Source: an optimization exercise on an open RTL-to-GDS flow (aim: a short achievable clock period and few clock cycles). Production flows keep margins and buffers that such runs may drop.
Only simulation tests tie the RTL to the original design; equivalence was not proved.
No activity file was given, so power comes from the tool's default toggle rates.

// mips
module mips(
	input clk, reset,
    output [31:0] instr_addr,
    input [31:0] instr_in,
    output [31:0] data_addr,
    input [31:0] data_in,
    output logic [31:0] data_out,
    output logic [1:0] data_access_size,
    output data_rd_wr);
==> flow/config.mk <==
export PLATFORM = sky130hd
export DESIGN_NAME = mips
export DESIGN_NICKNAME = mips
export VERILOG_FILES = /design/flow/design.v
export SDC_FILE = /design/flow/constraint.sdc
export NUM_CORES = 4
export LEC_CHECK = 0
export CAP_MARGIN = 20
export CORE_MARGIN = 2
export CORE_UTILIZATION = 40
export PLACE_DENSITY = 0.6
export SLEW_MARGIN = 20
==> flow/constraint.sdc <==
create_clock -name core_clock -period 15.0 [get_ports {clk}]
set_input_delay 3.0000 -clock core_clock [delete_from_list [all_inputs] [get_ports {clk}]]
set_output_delay 3.0000 -clock core_clock [all_outputs]
set_load 0.01 [all_outputs]
standard.sh (not shown) runs the stock make flow with config.mk's settings and CLKGATE_MAP_FILE= SYNTH_SCRIPT=/design/flow/synth_recipe.tcl, a recipe that flattens the netlist after the stock synthesis.
==> flow/flow/run.sh <==
#!/bin/bash
set -euo pipefail
bash standard.sh SETUP_SLACK_MARGIN=10.5 "BUFFER_PORTS_ARGS=-buffer_cell sky130_fd_sc_hd__buf_8" CTS_CLUSTER_SIZE=20 CTS_CLUSTER_DIAMETER=100 finish > standard_flow.log 2>&1
Testbench counts at the start, summed over its fixed seeds: cycles 171,234.
Rerun with:
--- a/flow/design.v
+++ b/flow/design.v
@@ -137,22 +137,23 @@
 	logic [BW-1:0] btb_tgt [0:BN-1];
 	wire [BI-1:0] f_idx = pc[BI+1:2];
 	wire f_hit = btb_v[f_idx] && (btb_tag[f_idx] == pc[BT+BI+1:BI+2]);
 	wire [31:0] f_pred = f_hit ? {pc[31:BW+2], btb_tgt[f_idx], pc[1:0]} : pc_plus4;
 	logic iv, iw_ptk;                           
 	logic [31:0] iw_pc, iw_pc4, iw_pnpc;
 	logic hold_v, hold_ptk, skid_v, skid_ptk;
 	logic [31:0] hold_ir, hold_pc, hold_pc4, hold_pnp, hold_tgt;
 	logic hold_rd;
 	wire [31:0] hold_pnpc = hold_rd ? hold_tgt : hold_pnp;
 	logic [31:0] skid_ir, skid_pc, skid_pc4, skid_pnpc;
+	logic [31:0] ras;
 	wire use_in = !(hold_v || skid_v);
 	wire [31:0] q_ir = hold_v ? hold_ir : skid_ir;
 	wire [31:0] ir = use_in ? instr_in : q_ir;
 	wire [31:0] id_pc = hold_v ? hold_pc : skid_v ? skid_pc : iw_pc;
 	wire [31:0] id_pc4 = hold_v ? hold_pc4 : skid_v ? skid_pc4 : iw_pc4;
 	wire [31:0] id_pnpc = hold_v ? hold_pnpc : skid_v ? skid_pnpc : iw_pnpc;
 	wire id_ptk = hold_v ? hold_ptk : skid_v ? skid_ptk : iw_ptk;
 	wire id_v = hold_v || skid_v || iv;
 	wire pc_stay = hold_v && (skid_v || iv);
 	wire [5:0] op = ir[31:26];
 	wire [5:0] fn = ir[5:0];
@@ -233,27 +234,28 @@
 	wire haz_rs = use_rs && ((rs_e && (e_ld || e_mul)) || (!rs_e && rs_m && m_ld));
 	wire haz_rt = use_rt && ((rt_e && (e_ld || e_mul)) || (!rt_e && rt_m && m_ld));
 	wire stall = id_v && (haz_rs || haz_rt);
 	wire [31:0] id_sext = {{16{imm[15]}}, imm};
 	wire [31:0] id_jtgt = {id_pc4[31:28], ir[25:0], 2'b00};
 	wire [31:0] ta = id_pc4;
 	wire [31:0] tb = {id_sext[29:0], 2'b00};
 	wire [31:0] tk = id_pnpc;
 	wire [31:0] tneed = ta ^ tb ^ tk;
 	wire [31:0] tgen = {(ta[30:0] & tb[30:0]) | ((ta[30:0] | tb[30:0]) & ~tk[30:0]), 1'b0};
 	wire [31:0] tgt_okv = ~(tneed ^ tgen);
+	wire jr_ras = is_jr && (rs == 5'd31);
 	wire br_back = is_br && (imm[15:6] == 10'h3ff);
 	wire [6:0] bb_lo = {1'b0, id_pc4[7:2]} + {1'b0, imm[5:0]};
 	wire [31:0] id_bbtgt = {id_pc4[31:8], bb_lo[5:0], id_pc4[1:0]};
-	wire redir_id = id_v && !id_ptk && (is_jmp || br_back);
-	wire [31:0] id_tgt = is_br ? id_bbtgt : id_jtgt;
+	wire redir_id = id_v && !id_ptk && (is_jmp || jr_ras || br_back);
+	wire [31:0] id_tgt = jr_ras ? ras : is_br ? id_bbtgt : id_jtgt;
 	wire [31:0] a = e_faM ? m_res : e_faW ? w_res : e_faX ? x_val : e_a;
 	wire [31:0] b = e_fbM ? m_res : e_fbW ? w_res : e_fbX ? x_val : e_b;
 	wire [31:0] add = a + (e_use_imm ? e_imm : b);
 	wire [31:0] sub = a - b;
 	wire [31:0] shl = b << e_sh;
 	wire slt = (a < e_imm);
 	wire [31:0] res = e_sel_add ? add : e_sel_sub ? sub : e_sel_shl ? shl :
 	                  e_sel_slt ? {31'b0, slt} : e_k;
 	wire [31:0] e_tgt = e_br ? (e_pc4 + {e_imm[29:0], 2'b00}) : e_jt;
 	wire taken = e_jmp || (e_br && ((a == b) ^ e_bne));
 	wire eq_pc4 = (e_pnpc == e_pc4);
@@ -273,35 +275,37 @@
 	always @(posedge clk or posedge reset) begin
 		if (reset) begin
 			pc <= pc_init;
 			iv <= 1'b0;
 			hold_v <= 1'b0;
 			skid_v <= 1'b0;
 			e_v <= 1'b0;
 			m_v <= 1'b0;
 			w_v <= 1'b0;
 			m_bu <= 1'b0;
 			btb_v <= '0;
+			ras <= ra_init;
 		end else begin
 			pc <= pc_next;
 			iv <= !(redir_e || redir_id);
 			hold_v <= stall && !redir_e;
 			skid_v <= !(redir_e || redir_id) && hold_v && (skid_v || iv);
 			e_v <= id_v && !stall && !redir_e;
 			m_v <= e_v;
 			w_v <= m_v;
 			m_bu <= e_v && (e_br || e_jmp);
 			if (m_bu) begin
 				if (m_btk) btb_v[m_bidx] <= 1'b1;
 				else if (btb_tag[m_bidx] == m_btag) btb_v[m_bidx] <= 1'b0;
 			end
+			if (id_v && is_jal) ras <= id_pc4 + 32'd4;
 		end
 	end
 	always @(posedge clk) begin
 		if (m_bu && m_btk) begin
 			btb_tag[m_bidx] <= m_btag;
 			btb_tgt[m_bidx] <= m_btgt;
 		end
 		m_btk <= taken;
 		m_bidx <= e_idx;
 		m_btag <= e_pc[BT+BI+1:BI+2];
 		m_btgt <= e_tgt[BW+1:2];
After rerunning: The changed run completed without violations. Total power increases by 3.6%. Final area barely changes. Setup slack got worse by 27 ps. Critical path depth stays the same. Routed wire length barely changes. Via count hardly moves. Worst hold slack improved by 4.4 ps. Synthesized cell count increases by 1.2%. Fmax decreases by 0.57%. Non-clock buffer count decreases by 35. Clock-buffer cell count increases by 2. Global-route usage increases by 0.30 points. Die area increases by 1.0%. First-iteration DRC count decreases by 1.2%.
Testbench counts after the change, summed over its fixed seeds: cycles 170,054.

-- static timing again, ports no longer ideal --
No port has a modelled driver above. Below, the same layouts with a new extraction and two added sets of constraints. Step 1: set_driving_cell puts a clkbuf_16 on clk and a buf_2 on each other input, an assumption about the parent block. Step 2, shift: input delay + t, output delay - t, t = (earliest + latest rising clock arrival at the registers) / 2. This alone moves slack from input paths to output paths. Slacks: ideal ports / drivers / drivers and shift; pairs: ideal ports / drivers.
run	t (ns)	setup slack, ns	hold slack, ns	cell pins on the clock port's net
the first run	0.891	10.254 / 10.308 / 9.417	0.337 / 0.337 / 0.337	1
the second run	0.921	10.227 / 10.269 / 9.371	0.341 / 0.341 / 0.341	1
After both steps every run listed still meets setup and hold. For the second run, which loses most, drivers alone change the setup slack by +0.042 ns; drivers and shift together by -0.856 ns.
